From an optimization exercise on the open Yosys and OpenROAD flow, aimed at small area; shortcuts taken in it are not production practice. The RTL was checked by simulation tests, not by an equivalence proof against the original design. The flow treats the clock pin as an ideal source, which a real chip does not have. No activity file was given, so power comes from the tool's default toggle rates.

--- flow/config.mk ---
export PLATFORM = sky130hd
export DESIGN_NAME = Pipelined_Processor
export DESIGN_NICKNAME = Pipelined_Processor
export VERILOG_FILES = /design/flow/design.v
export SDC_FILE = /design/flow/constraint.sdc
export NUM_CORES = 4
export LEC_CHECK = 0
export CAP_MARGIN = 20
export CORE_MARGIN = 2
export CORE_UTILIZATION = 50
export CTS_BUF_LIST = sky130_fd_sc_hd__clkbuf_8
export SETUP_SLACK_MARGIN = -0.7
export SLEW_MARGIN = 20
export SYNTH_HIERARCHICAL = 1
--- flow/constraint.sdc ---
create_clock -name core_clock -period 13.5 [get_ports {CLK}]
set_input_delay 2.7000 -clock core_clock [delete_from_list [all_inputs] [get_ports {CLK}]]
set_output_delay 2.7000 -clock core_clock [all_outputs]
set_load 0.01 [all_outputs]
--- flow/design.v ---
`timescale 1ns / 1ps
module Pipelined_Processor(
    input CLK,
    input reset,
    output [7:0] imem_addr,
    input [15:0] imem_data,
    output [7:0] dmem_addr,
    output [7:0] dmem_wdata,
    output dmem_we,
    input [7:0] dmem_rdata,
    output [7:0] result
);
localparam C_NOP = 4'b0000, C_EQ  = 4'b0001, C_SRA = 4'b0010, C_SLL  = 4'b0011,
           C_AND = 4'b0100, C_OR  = 4'b0101, C_XOR = 4'b0110, C_NOT  = 4'b0111,
           C_ADD = 4'b1000, C_SUB = 4'b1001, C_MUL = 4'b1010, C_DIV  = 4'b1011,
           C_ADI = 4'b1100, C_LD  = 4'b1101, C_ST  = 4'b1110;
reg  [7:0] pc;
reg  [7:0] rf [0:7];
reg  [7:0] a_e, b_e;
reg  [2:0] imm_e, rd_e;
reg  [3:0] c_e;
reg  [7:0] res_m, wd_m;
reg  [2:0] rd_m;
reg        rw_m, mw_m, ld_m;
reg  [7:0] res_w;
reg  [2:0] rd_w;
reg        rw_w;
wire [3:0] op  = imem_data[15:12];
wire [2:0] fn  = imem_data[11:9];
wire [2:0] rd  = imem_data[8:6];
wire [2:0] rs1 = imem_data[5:3];
wire [2:0] rs2 = imem_data[2:0];
reg  [3:0] c_d;
always @(*) begin
    case (op)
        4'b0000:
            case (fn)
                3'b000: c_d = C_ADD;
                3'b001: c_d = C_SUB;
                3'b010: c_d = C_MUL;
                3'b011: c_d = C_DIV;
                3'b100: c_d = C_AND;
                3'b101: c_d = C_OR;
                3'b110: c_d = C_XOR;
                default: c_d = C_NOT;
            endcase
        4'b0001, 4'b1000: c_d = C_ADI;
        4'b0010: c_d = C_LD;
        4'b0011: c_d = C_ST;
        4'b0101, 4'b1001: c_d = C_EQ;
        4'b0110: c_d = C_SRA;
        4'b0111: c_d = C_SLL;
        default: c_d = C_NOP;
    endcase
end
wire [7:0] a = a_e;
wire [7:0] b = b_e;
wire rw_e = c_e[3] | c_e[2] | c_e[1];
wire ld_e = (c_e == C_LD);
wire mw_e = (c_e == C_ST);
wire src  = c_e[3] & c_e[2];
wire sub  = c_e[0] & ~c_e[2];       
wire dvm  = c_e[0];                  
genvar k, i;
wire [7:0] addb = src ? {{5{imm_e[2]}}, imm_e} : b;
wire [7:0] addx = addb ^ {8{sub}};
wire [7:0] sum;
wire [8:0] ac;                       
assign ac[0] = sub;
generate
    for (i = 0; i < 8; i = i + 1) begin : ad
        assign sum[i]  = a[i] ^ addx[i] ^ ac[i];
        assign ac[i+1] = (a[i] & addx[i]) | (ac[i] & (a[i] ^ addx[i]));
    end
endgenerate
wire [8:1] bz;                       
assign bz[8] = 1'b1;
generate
    for (k = 7; k >= 1; k = k - 1) begin : gbz
        assign bz[k] = bz[k+1] & ~b[k];
    end
endgenerate
wire [7:0] quo;
generate
    for (k = 0; k < 8; k = k + 1) begin : st
        wire [k:0]   x, yy, o;
        wire [k+1:0] c;
        wire         q;
        wire         m   = dvm | a[7-k];
        wire         sel = q | ~dvm;         
        assign c[0] = 1'b0;
        for (i = 0; i <= k; i = i + 1) begin : cb
            if (i == 0) begin : g0
                assign x[0] = dvm & ~a[7-k];
            end else begin : gn
                assign x[i] = st[k-1].o[i-1];
            end
            assign yy[i]  = b[i] & m;
            assign c[i+1] = (x[i] & yy[i]) | (c[i] & (x[i] | yy[i]));
            if (k == 7) begin : gl
                assign o[i] = x[i] ^ yy[i] ^ c[i];
            end else begin : gm
                assign o[i] = x[i] ^ (sel & (yy[i] ^ c[i]));
            end
        end
        assign q = ~c[k+1] & bz[k+1];
        assign quo[7-k] = q;
    end
endgenerate
wire bnz = ~(bz[1] & ~b[0]);
wire [7:0] prod = st[7].o;
wire [7:0] axb = a ^ b;
wire en_ab  = (c_e == C_AND) | (c_e == C_OR);    
wire en_axb = (c_e == C_XOR) | (c_e == C_OR);    
wire en_na  = (c_e == C_NOT);
wire en_sum = c_e[3] & ~(c_e[1] & ~c_e[2]);      
wire en_sra = (c_e == C_SRA);
wire en_sll = (c_e == C_SLL);
wire en_eq  = (c_e == C_EQ);
wire [7:0] yl;                       
generate
    for (i = 0; i < 8; i = i + 1) begin : gl
        wire sra_i = (i == 7) ? a[7] : a[(i == 7) ? 7 : i + 1];
        wire sll_i = (i == 0) ? 1'b0 : a[(i == 0) ? 0 : i - 1];
        wire eq_i  = (i == 0) ? (en_eq & ~|axb) : 1'b0;
        wire lu_i = (en_ab & a[i] & b[i]) | (en_axb & axb[i]) | (en_na & ~a[i]);
        assign yl[i] = (en_sum & sum[i]) | lu_i |
                       (en_sra & sra_i) | (en_sll & sll_i) | eq_i;
    end
endgenerate
wire isdiv = (c_e == C_DIV);
wire ismul = (c_e == C_MUL);
wire [7:0] y = isdiv ? (bnz ? quo : 8'd0) : ismul ? prod : yl;
wire [8:0] za, zb;                   
assign za[0] = 1'b1;
assign zb[0] = 1'b1;
generate
    for (k = 0; k < 8; k = k + 1) begin : gz
        assign za[k+1] = za[k] & ~a[k];
        assign zb[k+1] = zb[k] & ~b[k];
    end
endgenerate
reg zmul;
integer z;
always @(*) begin
    zmul = 1'b0;
    for (z = 0; z <= 8; z = z + 1)
        zmul = zmul | (za[z] & zb[8-z]);
end
wire zero = isdiv ? (~bnz | ~ac[8]) : ismul ? zmul : (yl == 8'd0);
wire hzd = ld_e && (rd_e != 3'd0) &&
           ((rd_e == rd) || (rd_e == rs1) || (rd_e == rs2)) &&
           (op != 4'b0101) && (op != 4'b0100);
wire [7:0] wb_m = ld_m ? dmem_rdata : res_m;    
wire fe1 = rw_e && (rd_e != 3'd0) && (rd_e == rs1);
wire fm1 = rw_m && (rd_m != 3'd0) && (rd_m == rs1);
wire fe2 = rw_e && (rd_e != 3'd0) && (rd_e == rs2);
wire fm2 = rw_m && (rd_m != 3'd0) && (rd_m == rs2);
wire [9:0] sel1, sel2;
assign sel1[9] = fe1;
assign sel1[8] = fm1 & ~fe1;
assign sel2[9] = fe2;
assign sel2[8] = fm2 & ~fe2;
generate
    for (k = 0; k < 8; k = k + 1) begin : gsel
        assign sel1[k] = ~fe1 & ~fm1 & (rs1 == k);
        assign sel2[k] = ~fe2 & ~fm2 & (rs2 == k);
    end
endgenerate
wire [7:0] opa, opb;
generate
    for (i = 0; i < 8; i = i + 1) begin : gop
        wire [9:0] d = {y[i], wb_m[i], rf[7][i], rf[6][i], rf[5][i], rf[4][i],
                        rf[3][i], rf[2][i], rf[1][i], rf[0][i]};
        AndOr10 ua (.s(sel1), .d(d), .y(opa[i]));
        AndOr10 ub (.s(sel2), .d(d), .y(opb[i]));
    end
endgenerate
wire [7:0] imm   = {{5{rs2[2]}}, rs2};
wire       selimm = (op == 4'b0100) || ((op == 4'b1001) && zero);
wire       selrel = (op == 4'b0101) && zero;
wire [7:0] pbase  = pc & {8{~selimm}};
wire [7:0] poff   = (selimm || selrel) ? imm : 8'd1;
wire [7:0] pcnext;
wire [8:0] pcc;
assign pcc[0] = 1'b0;
generate
    for (i = 0; i < 8; i = i + 1) begin : pa
        assign pcnext[i] = pbase[i] ^ poff[i] ^ pcc[i];
        assign pcc[i+1]  = (pbase[i] & poff[i]) | (pcc[i] & (pbase[i] | poff[i]));
    end
endgenerate
always @(posedge CLK or posedge reset) begin
    if (reset)
        pc <= 8'd0;
    else if (!hzd)
        pc <= pcnext;
end
always @(posedge CLK or posedge reset) begin
    if (reset)
        c_e <= C_NOP;
    else if (hzd)
        c_e <= C_NOP;
    else
        c_e <= c_d;
end
always @(posedge CLK) begin
    a_e <= opa; b_e <= opb; imm_e <= rs2; rd_e <= rd;
    wd_m <= b_e; rd_m <= rd_e;
    rd_w <= rd_m;
end
always @(posedge CLK or posedge reset) begin
    if (reset) begin
        res_m <= 8'd0; rw_m <= 1'b0; mw_m <= 1'b0; ld_m <= 1'b0;
        res_w <= 8'd0; rw_w <= 1'b0;
    end else begin
        res_m <= y; rw_m <= rw_e; mw_m <= mw_e; ld_m <= ld_e;
        res_w <= wb_m; rw_w <= rw_m;
    end
end
integer n;
always @(posedge CLK or posedge reset) begin
    if (reset) begin
        for (n = 0; n < 8; n = n + 1)
            rf[n] <= n;
    end else if (rw_w) begin
        rf[rd_w] <= res_w;
    end
end
assign imem_addr  = pc;
assign dmem_addr  = res_m;
assign dmem_wdata = wd_m;
assign dmem_we    = mw_m;
assign result     = res_w;
endmodule
module AndOr10(
    input  [9:0] s,
    input  [9:0] d,
    output       y
);
wire n0, n1, n2;
AndOrInv6 g0 (.s(s[2:0]), .d(d[2:0]), .y(n0));
AndOrInv6 g1 (.s(s[5:3]), .d(d[5:3]), .y(n1));
AndOrInv6 g2 (.s(s[8:6]), .d(d[8:6]), .y(n2));
assign y = ~(n0 & n1 & n2 & ~(s[9] & d[9]));
endmodule
module AndOrInv6(
    input  [2:0] s,
    input  [2:0] d,
    output       y
);
assign y = ~|(s & d);
endmodule
--- flow/flow/run.sh ---
#!/bin/bash
# Own layout flow: the standard ORFS flow (standard.sh) with these changes:
#  - synthesis maps logic with flow/abc.script, an ABC script that maps for
#    area under a delay target (two rounds of dch + map), instead of ORFS's
#    speed script, and the AND-OR-invert cells of the operand selects with
#    ABC's area mapper (flow/abc_area.script); everything else in synthesis
#    is the standard flow's unchanged script;
#  - the port buffers use the smallest buffer cell (buf_1);
set -euo pipefail
W=$PWD
F=$W/flow

# The standard flow's synthesis script, with ORFS's synth.tcl using our ABC script
sed "s#source \$::env(SCRIPTS_DIR)/synth.tcl#source $W/synth_abc.tcl#" synth_recipe.tcl > $W/synth_recipe_abc.tcl
# (the small AND-OR-invert cells, module AndOrInv6, are mapped by
# flow/abc_area.script, ABC's area-oriented mapper; every other module by
# flow/abc.script)
sed "s#log_cmd abc {\*}\$abc_args#log_cmd abc {*}[lreplace \$abc_args 1 1 $F/abc.script] AndOrInv6 %n\n  log_cmd abc {*}[lreplace \$abc_args 1 1 $F/abc_area.script] AndOrInv6#" \
    $FLOW_HOME/scripts/synth.tcl > $W/synth_abc.tcl
grep -q "$W/synth_abc.tcl" $W/synth_recipe_abc.tcl
grep -q "$F/abc.script" $W/synth_abc.tcl
grep -q "$F/abc_area.script" $W/synth_abc.tcl

CTS="-sink_clustering_enable -repair_clock_nets -dont_use_dummy_load -buf_list sky130_fd_sc_hd__clkbuf_8"
export CTS_LEAF_SINKS=24
export CTS_LEAF_PY=$F/cts_leaf.py
cp $F/openroad_wrap.sh $W/openroad_wrap.sh
chmod +x $W/openroad_wrap.sh

bash standard.sh SYNTH_SCRIPT=$W/synth_recipe_abc.tcl \
    OPENROAD_EXE=$W/openroad_wrap.sh \
    "BUFFER_PORTS_ARGS=-buffer_cell sky130_fd_sc_hd__buf_1" \
    "CTS_ARGS=$CTS" POST_CTS_TCL=$F/cts_post.tcl finish > $W/make_finish.log 2>&1
--- flow/flow/abc.script ---
strash
dch
map -D 7000
strash
dch
map -D 7000
topo
stime -c
--- flow/flow/abc_area.script ---
strash
dch
amap
topo
stime -c
--- flow/flow/cts_leaf.py ---
# Run ORFS's cts.tcl with a larger limit on sinks per clock-tree leaf.
import os
from openroad import Tech, Design
tech = Tech()
design = Design(tech)
parms = design.getTritonCts().getParms()
parms.setNumMaxLeafSinks(int(os.environ.get("CTS_LEAF_SINKS", "24")))
print("clock tree: at most %d sinks per leaf" % parms.getNumMaxLeafSinks())
design.evalTclString("source $::env(SCRIPTS_DIR)/cts.tcl")
--- flow/flow/cts_post.tcl ---
# After clock-tree synthesis: upsize any clock buffer whose flip-flop clock
# pins see a slow clock edge, then legalize the placement again.
estimate_parasitics -placement
set upsized 0
foreach inst [get_cells -quiet -filter "ref_name == sky130_fd_sc_hd__clkbuf_8"] {
    set out [get_pins -quiet [get_full_name $inst]/X]
    if { [llength $out] == 0 } { continue }
    set worst 0.0
    foreach pin [get_pins -quiet -of_objects [get_nets -of_objects $out] -filter "direction == input"] {
        if { [get_property $pin lib_pin_name] != "CLK" } { continue }
        set s [get_property $pin slew_max]
        if { $s > $worst } { set worst $s }
    }
    if { $worst > 0.120 } {
        puts "upsizing [get_full_name $inst]: flip-flop clock slew [format %.3f $worst] ns"
        replace_cell $inst sky130_fd_sc_hd__clkbuf_16
        incr upsized
    }
}
if { $upsized > 0 } {
    detailed_placement
    check_placement -verbose
    estimate_parasitics -placement
}
--- flow/flow/openroad_wrap.sh ---
#!/bin/bash
# OpenROAD for the ORFS steps. The clock-tree step (cts.tcl) runs through
# OpenROAD's Python mode, which can raise TritonCTS's limit on sinks per
# H-tree leaf (fixed at 15 in the Tcl command) before sourcing ORFS's cts.tcl.
OR=/OpenROAD-flow-scripts/tools/install/OpenROAD/bin/openroad
for a in "$@"; do
    case "$a" in
        */scripts/cts.tcl)
            exec "$OR" -python -no_init -exit "$CTS_LEAF_PY" ;;
    esac
done
exec "$OR" "$@"
--- flow/standard.sh ---
#!/bin/bash
# synth_recipe.tcl (not shown) runs the flow's synth.tcl, then flattens the netlist and writes it again
# the make line also repeats each setting of config.mk as NAME=value (left out here)
make -C /OpenROAD-flow-scripts/flow DESIGN_CONFIG=/design/flow/config.mk WORK_HOME=/design/flow/orfs CLKGATE_MAP_FILE= SYNTH_SCRIPT=/design/flow/synth_recipe.tcl "${@:-finish}"
==> notes.md, run 1 <==
Synth Register Bits approximately 130; antenna viol nets, final 0; Clock Skew ~32 ps; Final Wtd Congestion 0.972; Cell Pwr Density a little under 200 nW/µm²; Net Count, Synth between 900 and 1k; clk slew on worst S/H paths between 100 and 150 ps; Port-buffer cells 58; gr ovfl total 0; ys async rst share 0.727; first-pass GRT wire length 38100 µm; maximum number of pins on one net before global-route repair 85; IO Count 59; die area 15900 µm²; clk latency of the worst-skew pair 390 ps; most common cell in the netlist nand2_1; worst-path maximum fanout 6; Detailed Route Iter0 Violations ~700; antenna cells 0; Syn Std Cell Area 7440 µm²; Final Critical Period approximately 13000 ps; worst r2r src b_e[5]$_DFF_P_; worst hold-check path type reg -> reg; P_leak between 3 and 4 nW; Yosys cell types 37; Cells after Synth a little under 900; Critical-path top delay cell fa_1; share of post-route cells with drive strength above 1 0.0710; Routed Wire Length 24000 µm; PnR worst setup slack 671 ps; Final Util 0.567; WL per Instance 20.8 µm; core area 14500 µm²; Final Hold Viols 0; Starting Density 0.512; VDD IR max between 70 and 80 µV; height of the die around 130 µm; clk sinks around 130; CTS tree yes; post-route cell area 8230 µm²; Max Slew Vio Count 0; Layout Nets roughly 1.0k; initial antenna violation count 0; Most used DFF post-synth dfrtp_1; HP Start rw_m$_DFF_PP0_; CP Launch Type register; Max Cap Viol 0; Row Count between 40 and 50; commonest cells in the netlist nand2_1 (164), nor2_1 (94), clkinv_1 (93); status finished clean; average vias per placed instance between 6 and 7; post-synthesis sequential area ratio 0.422; Synth Warn # 8; crit-path max cell delay around 460 ps; DRC 0; Final Cycle Share 0.950; gr usage total 0.307; worst slew pin tran around 1300 ps; Critical Path Start b_e[5]$_DFF_P_; routed via count 7271; vias in the first global route ~7.2k; number of synthesized flops with an enable pin 0; largest cells by area after synthesis dfrtp_1 (28%), dfxtp_1 (9.7%), nand2_1 (8.3%), a222oi_1 (6.5%), o21ai_0 (6.1%); Max Clk Rate roughly 80 MHz; dpl cell area approximately 8000 µm²; CP Data Arrival Time 13060 ps; Detailed Routing Iterations Pass 1 6; CP Data Required Time between 10000 and 15000 ps; Crit path top cell by count nand2_1; die width 126 µm; crit path kind reg -> reg; Avg Inst Size Synth around 8.4 µm²; post-synth top area share 0.282; Slew HR 0.120; Area growth, synth to finish 10.6%; hpwl dp roughly 18000 µm; Crit. End Element register; post-place setup slack between 500 and 600 ps; Setup violations, final 0; cell taking the most area after synthesis dfrtp_1
[per-layer routing]
layer,up-vias,wire length (µm),GRT usage
met2,387,10900,0.472
met4,0,895,0.136
met3,68,2230,0.0714
met1,3478,10000,0.419
li1,3338,-,-
met5,-,0,0
[path summary, 6_finish.rpt]
path | end | slack [ps] | cells past startpoint
worst max-delay path | a_e[7]$_DFF_P_ | 670 | 82
worst min-delay path | rw_w$_DFF_PP0_ | 410 | 0
worst max register to register | a_e[7]$_DFF_P_ | 670 | 82
worst min register to register | rw_w$_DFF_PP0_ | 410 | 0
max in group asynchronous | res_m[7]$_DFF_PP0_ | 10290 | 3
min in group asynchronous | pc[3]$_DFFE_PP0N_ | 2190 | 2
[power by group]
group          internal [W]  leakage [nW]  switching [W]  total, W
logic              0.000278          1.59       0.000503  0.000781
registers          0.000535          1.52       0.000139  0.000674
clock network     0.0000670        0.0698       0.000115  0.000182
[per-stage QoR]
stage	setup TNS, ps	instances	hold WS, ps	total power [W]
final	0	1156	409	0.00164
after floorplan	0	886	354	0.00116
after detailed placement	0	1143	392	0.00143
after global placement	0	1141	402	0.00141
after global routing	-6110	1156	403	0.00176
[Yosys stat by module (local to each module, per instance)]
module,cells,area [µm²],copies in the design
AndOrInv6,1,10.0,48
AndOr10,2,10.0,16
Pipelined_Processor,806,6800,1
[flip-flops by register name, summed over array words and instances, names as in the netlist, 3 cells and up]
register	count
rd_w	3
imm_e	3
rf	64
b_e	8
res_w	8
c_e	4
rd_m	3
res_m	8
a_e	8
pc	8
wd_m	8
rd_e	3
[worst max-delay path, delay by kind of cell (launching register included)]
kind,cells,cell delay (ps)
and+or+nand+nor,49,5360
buffers and inverters,2,260
adders and majority gates,9,3340
DFF,1,440
AOI/OAI and AO/OA,22,3340
[cells by family after synthesis]
kind of cell / synth area share
AND/OR/NAND/NOR: 0.207
adder cells (fa/ha/maj): 0.0598
flip-flops: 0.422
XOR/XNOR: 0.0577
buffers and inverters: 0.0469
multiplexers: 0.0121
AO/OA/AOI/OAI: 0.194
[layout by cell type (no fill, tap or decap), types with 3 or more instances in the layout]
| master | instances |
|---|---|
| a21oi_1 | 36 |
| a221oi_1 | 5 |
| a222oi_1 | 48 |
| a311oi_1 | 3 |
| a31oi_1 | 4 |
| buf_1 | 58 |
| buf_4 | 16 |
| clkbuf_8 | 8 |
| clkinv_1 | 91 |
| dfrtp_1 | 84 |
| dfstp_2 | 12 |
| dfxtp_1 | 36 |
| fa_1 | 20 |
| mux2_2 | 8 |
| nand2_1 | 164 |
| nand3_1 | 34 |
| nand4_1 | 21 |
| nor2_1 | 92 |
| nor3_1 | 27 |
| nor3_2 | 7 |
| nor4_1 | 5 |
| o211ai_1 | 8 |
| o21ai_0 | 90 |
| o221ai_1 | 5 |
| o22ai_1 | 5 |
| o311ai_0 | 3 |
| or2_2 | 5 |
| xnor2_1 | 23 |
| xor2_1 | 26 |
[cell type report]
type / instances / area (µm²)
clock buffer: 9 / 135
fill: 1366 / 6300
inverter: 93 / 355
multi-input combinational: 661 / 4020
sequential: 132 / 3140
tap: 184 / 230
timing repair buffer: 77 / 359
==> run 2: changes to the inputs <==
--- a/flow/config.mk
+++ b/flow/config.mk
@@ -9,3 +9,3 @@
 export CORE_MARGIN = 2
-export CORE_UTILIZATION = 50
+export CORE_UTILIZATION = 65
 export CTS_BUF_LIST = sky130_fd_sc_hd__clkbuf_8
==> run 2 against run 1 <==
Against the previous run: count of clock-buffer cells in the layout is the same; critical endpoint is now b_e[7]$_DFF_P_; combinational power decreased by 0.9%; largest power group unchanged; still clean; sequential power down 0.6%; total power fell by 0.59%; first-iteration DRC count is 65% higher; clock skew grew 3.6 ps; critical path depth down 5; synthesized cell count unchanged; via count is 2.3% higher; routed wire length decreased by 3.9%; worst setup slack lost 180 ps.
==> notes.md, run 2 <==
crit path kind reg -> reg; VDD IR max approximately 150 µV; DRC 0; simple logic cell fraction of the synthesized area 0.207; TNS Setup 0 ps; Syn Std Cell Area around 7400 µm²; maximum number of pins on one net before global-route repair a little over 80; Routed Wire Length between 20000 and 25000 µm; Starting Density 0.660; Final Critical Period 13010 ps; GRT met2 Usage 0.592; clk sinks roughly 130; GR Util met1 0.527; cell depth of the worst hold path 0; Crit. End Element register; P_leak approximately 3.1 nW; gr usage total 0.379; Port-buffer cells 58; Row Count 39; average vias per placed instance roughly 6.7; die width 111 µm; Finished Layout Cells 1103; worst slew pin tran 1170 ps; Avg Inst Size Synth around 8.4 µm²; Worst Hold Path EP rd_w[1]$_DFF_P_; core area between 10000 and 15000 µm²; HP Start rd_m[1]$_DFF_P_; CTS tree yes; CP Launch Type register; Final Cycle Share 0.964; worst-path maximum fanout 11; status finished clean; Final Wtd Congestion about 1.0; Net Count, Synth just over 900; FF-to-FF path depth 77; Most Crowded Layer GR met2; Post-Synth Adder-Cell Area 0.0598; M3 GR Usage 0.0820; worst r2r src b_e[1]$_DFF_P_; Slew HR 0.216; routed via count about 7.4k; Most used DFF post-synth dfrtp_1; most common cell in the netlist nand2_1; Max Clk Rate roughly 77 MHz; Critical-path top delay cell dfxtp_1; first-pass GRT wire length 36800 µm; post-route cell area 8110 µm²; Crit path top cell by count nand2_1; post-synth top area share 0.282; initial antenna violation count 0; most common cell after layout, fill and taps aside nand2_1; CP Data Required Time 13770 ps; worst hold-check path type reg -> reg; hpwl dp approximately 17000 µm; r2r endpoint b_e[7]$_DFF_P_; antenna viol nets, final 0; placed cell count 1093; Clock Skew 35.7 ps; dpl cell area between 7000 and 8000 µm²; Final Util 0.719; vias in the first global route roughly 6.9k; clk latency of the worst-skew pair between 300 and 400 ps; Cell Pwr Density 201 nW/µm²; Max Cap Viol 0; Final Hold Viols 0; clk slew on worst S/H paths roughly 110 ps; crit-path max cell delay approximately 700 ps; Synth Area in Compound Gates 0.194; gr ovfl total 0; largest family of logic cells by synthesized area simple AND/OR/NAND/NOR gates; Area growth, synth to finish 8.91%; max FFs per register 64; Synth Warn # 8; height of the die 111 µm; Setup violations, final 0; antenna cells 0; IO Count 59; share of post-route cells with drive strength above 1 0.0583; Yosys cell types 37; WL per Instance approximately 21 µm; number of synthesized flops with an enable pin 0; ys async rst share 0.727; commonest cells in the netlist nand2_1 (164), nor2_1 (94), clkinv_1 (93); Power, Total around 0.0016 W; Top reg by flops rf; Synth Register Bits between 100 and 150; die area between 10000 and 15000 µm²; Layout Nets 1010; post-synthesis sequential area ratio 0.422; Max Slew Vio Count 0; Detailed Route Iter0 Violations about 1.2k; CP Data Arrival Time approximately 13000 ps; Detailed Routing Iterations Pass 1 9; cell taking the most area after synthesis dfrtp_1; Cells after Synth 886; largest cells by area after synthesis dfrtp_1 (28%), dfxtp_1 (9.7%), nand2_1 (8.3%), a222oi_1 (6.5%), o21ai_0 (6.1%); most frequent cells in the layout nand2_1 (164), nor2_1 (93), clkinv_1 (92); Post-Synth XOR/XNOR Area 0.0577; post-synthesis mux area share 0.0121; FF-to-FF setup slack a little under 500 ps
-- run 2: logic make-up after synthesis --
family | Yosys count
DFF | 132
AOI/OAI and AO/OA | 217
and+or+nand+nor | 363
buffers and inverters | 93
muxes | 8
adders and majority gates | 24
xor gates and xnor gates | 49
-- run 2: layout make-up --
class | count | area, µm²
Clock buffer | 9 | 135
Fill cell | 868 | 3170
Inverter | 93 | 350
Multi-Input combinational cell | 661 | 4010
Sequential cell | 132 | 3140
Tap cell | 143 | 179
Timing Repair Buffer | 65 | 290
-- run 2: Yosys stat by module, one instance, submodules excluded --
| module | cell area (µm²) | flops+latches |
|---|---|---|
| AndOr10 | 10.0 | 0 |
| AndOrInv6 | 10.0 | 0 |
| Pipelined_Processor | 6800 | 132 |
-- run 2: power by group --
| group | internal, W | switching (W) |
|---|---|---|
| Sequential | 0.000535 | 0.000136 |
| Clock | 0.0000670 | 0.000115 |
| Combinational | 0.000266 | 0.000508 |
-- run 2: per-stage QoR --
step           hold WS [ps]  setup WS, ps
5_1_grt                 409          -702
3_5_place_dp            375           462
6_report                403           490
3_3_place_gp            377          1170
2_1_floorplan           354          1920
-- run 2: how the worst max path moves through the flow --
stage,from,to,slack (ps),cells after the start
3_5_place_dp,b_e[5]$_DFF_P_,b_e[7]$_DFF_P_,460,82
3_3_place_gp,b_e[5]$_DFF_P_,b_e[7]$_DFF_P_,1170,82
2_1_floorplan,c_e[0]$_DFF_PP0_,b_e[7]$_DFF_P_,1920,81
6_report,b_e[1]$_DFF_P_,b_e[7]$_DFF_P_,490,77
5_1_grt,b_e[5]$_DFF_P_,b_e[7]$_DFF_P_,-700,82
-- run 2: worst max-delay path: cells and delay by family, from the launching register on --
kind            cells  cell delay [ps]
buf+inv             2              550
simple gates       45             4870
fa+ha+maj           9             3340
flops               1              690
compound gates     21             3400
-- run 2: metal layers --
layer	part of all wire	wire length (µm)
met5	0	0
met4	0.041	952
met3	0.12	2820
met2	0.45	10400
met1	0.39	8880
==> run 3: changes to the inputs <==
--- a/flow/config.mk
+++ b/flow/config.mk
@@ -11,3 +11,3 @@
 export CTS_BUF_LIST = sky130_fd_sc_hd__clkbuf_8
-export SETUP_SLACK_MARGIN = -0.7
+export SETUP_SLACK_MARGIN = -0.4
 export SLEW_MARGIN = 20
==> run 3 against run 2 <==
Against the previous run: still clean; sequential power barely moved; flip-flop and latch count did not move; synthesized area did not move; first-iteration DRC count rose by 5.0%; worst hold slack got worse by 0.57 ps; combinational power rose by 2%; core utilization rose by 0.51 points; synthesized cell count did not move; non-clock buffer count rose by 3; critical path type unchanged; critical endpoint unchanged.
==> notes.md, run 3 <==
clk slew on worst S/H paths between 100 and 150 ps; antenna viol nets, final 0; cell taking the most area after synthesis dfrtp_1; Max Cap Viol 0; most frequent cells in the layout nand2_1 (164), nor2_1 (92), clkinv_1 (89); Avg Inst Size Synth between 8 and 9 µm²; Final Critical Period ~13000 ps; Synth Area in Compound Gates 0.194; Layout Nets slightly above 1k; Most used DFF post-synth dfrtp_1; Yosys cell types 37; hpwl dp 17200 µm; height of the die between 100 and 150 µm; multi-input logic area 4040 µm²; IO Count between 50 and 60; largest family of logic cells by synthesized area simple AND/OR/NAND/NOR gates; gr usage total 0.379; Slew HR 0.206; Routed Wire Length 23200 µm; sequential cell area 3140 µm²; Max Slew Vio Count 0; clk sinks between 100 and 150; ys async rst share 0.727; Synth Register Bits roughly 130; VDD IR max about 150 µV; most common cell in the netlist nand2_1; worst-path maximum fanout 7; WL per Instance approximately 21 µm; simple logic cell fraction of the synthesized area 0.207; Setup violations, final 0; worst slew pin tran approximately 1200 ps; largest cells by area after synthesis dfrtp_1 (28%), dfxtp_1 (9.7%), nand2_1 (8.3%), a222oi_1 (6.5%), o21ai_0 (6.1%); commonest cells in the netlist nand2_1 (164), nor2_1 (94), clkinv_1 (93); crit-path max cell delay between 400 and 500 ps; initial antenna violation count 0; Fill cells ~860; most common cell after layout, fill and taps aside nand2_1; Crit. End Element register; Final Wtd Congestion 1.01; CP Launch Type register; Port-buffer cells a little under 60; Clock Skew around 32 ps; post-synthesis sequential area ratio 0.422; Cells after Synth just under 900; clk latency of the worst-skew pair slightly below 400 ps; Top reg by flops rf; Crit path top cell by count nand2_1; maximum number of pins on one net before global-route repair 81; Row Count 39; PnR worst setup slack 801 ps; CTS tree yes; core area approximately 11000 µm²; Detailed Route Iter0 Violations about 1.2k; die area between 10000 and 15000 µm²; first-pass GRT wire length roughly 37000 µm; P_leak approximately 3.1 nW; die width around 110 µm; max FFs per register between 60 and 70; Area growth, synth to finish 9.68%; number of synthesized flops with an enable pin 0; status finished clean; Post-Synth Adder-Cell Area 0.0598; final hold slack 403 ps; vias in the first global route 6918; crit path kind reg -> reg; Max Clk Rate 78.7 MHz; Syn Std Cell Area 7440 µm²; Critical-path top delay cell fa_1; post-place setup slack roughly 460 ps; CP Data Arrival Time around 13000 ps; share of post-route cells with drive strength above 1 0.0696; CP Data Required Time around 14000 ps; average vias per placed instance slightly below 7; Starting Density 0.660; worst hold-check path type reg -> reg; Detailed Routing Iterations Pass 1 10; post-synth top area share 0.282; routed via count 7458; Synth Warn # 8; Final Cycle Share 0.941; Net Count, Synth between 900 and 1k; DRC 0; Final Hold Viols 0; Post-Synth XOR/XNOR Area 0.0577; Cell Pwr Density 201 nW/µm²; gr ovfl total 0; post-synthesis mux area share 0.0121; antenna cells 0
==> run 3: modules after synthesis, one instance, submodules excluded <==
module	cells	flops+latches	times used	area [µm²]
Pipelined_Processor	806	132	1	6800
AndOr10	2	0	16	10.0
AndOrInv6	1	0	48	10.0
==> run 3: path summary, 6_finish.rpt <==
path | startpoint | endpoint | slack [ps] | cells after the start
max | b_e[5]$_DFF_P_ | b_e[7]$_DFF_P_ | 800 | 82
min | rd_m[1]$_DFF_P_ | rd_w[1]$_DFF_P_ | 400 | 0
max reg2reg | b_e[5]$_DFF_P_ | b_e[7]$_DFF_P_ | 800 | 82
min reg2reg | rd_m[1]$_DFF_P_ | rd_w[1]$_DFF_P_ | 400 | 0
max in group asynchronous | reset | rf[7][1]$_DFFE_PP1P_ | 10190 | 4
min in group asynchronous | reset | pc[1]$_DFFE_PP0N_ | 2220 | 2
==> run 3: critical path: cells and delay by family (launching register included) <==
kind                     cells  cell delay [ps]
AND/OR/NAND/NOR             49             5360
adder cells (fa/ha/maj)      9             3330
AO/OA/AOI/OAI               22             3170
flip-flops                   1              430
buffers and inverters        2              270
==> run 3: layout make-up <==
class,instances,share of cell area
clock buffers,9,0.0166
inverters,93,0.0443
well taps,143,0.0219
flip-flops and latches,132,0.385
repair buffers,68,0.0383
multi-input cells,661,0.494
==> run 3: cells by family after synthesis <==
| family | count (synthesis) |
|---|---|
| AOI/OAI and AO/OA | 217 |
| muxes | 8 |
| and+or+nand+nor | 363 |
| adders and majority gates | 24 |
| xor gates and xnor gates | 49 |
| DFF | 132 |
| buffers and inverters | 93 |
==> run 3: where the power goes <==
part           internal, W  total, W  switching (W)
clock network    0.0000670  0.000183       0.000116
registers         0.000535  0.000673       0.000138
logic             0.000274  0.000786       0.000512
==> run 3: layer usage <==
layer  vias to the layer above  part of all wire  track usage
met4                         0             0.035        0.144
li1                       3315                 -            -
met2                       536              0.46        0.592
met5                         -                 0            0
met1                      3532              0.38        0.527
met3                        75              0.12       0.0820
==> run 3: per-stage QoR <==
stage	std cells	utilization	total power [W]	instance area [µm²]	TNS, ps
after floorplan	886	-	0.00116	7440	0
after global placement	1093	0.700	0.00138	7890	0
after detailed placement	1093	0.700	0.00141	7890	0
after global routing	1106	0.724	0.00175	8160	-2250
final	1106	0.724	0.00164	8160	0

==> port drivers added, routing unchanged <==
The results above use ideal ports. As a check the final layouts listed here were re-extracted and re-timed, cells and wires unchanged. Step 1: set_driving_cell puts a clkbuf_16 on CLK and a buf_2 on each other input, an assumption about the parent block. Step 2, shift: input delay + t, output delay - t, t = (earliest + latest rising clock arrival at the registers) / 2. This alone moves slack from input paths to output paths. Slacks: no drivers / after step 1 / after step 2; pairs: no drivers / after step 1.
run	t, ns	slack for setup (ns)	worst register clock-pin slew, ns	worst data-port slew with drivers (ns)
run 1	0.416	0.671 / 0.671 / 0.671	0.11 / 0.11	0.04
run 2	0.415	0.490 / 0.490 / 0.490	0.11 / 0.11	0.03
run 3	0.415	0.801 / 0.801 / 0.801	0.11 / 0.11	0.03
After both steps every run listed still meets setup and hold.
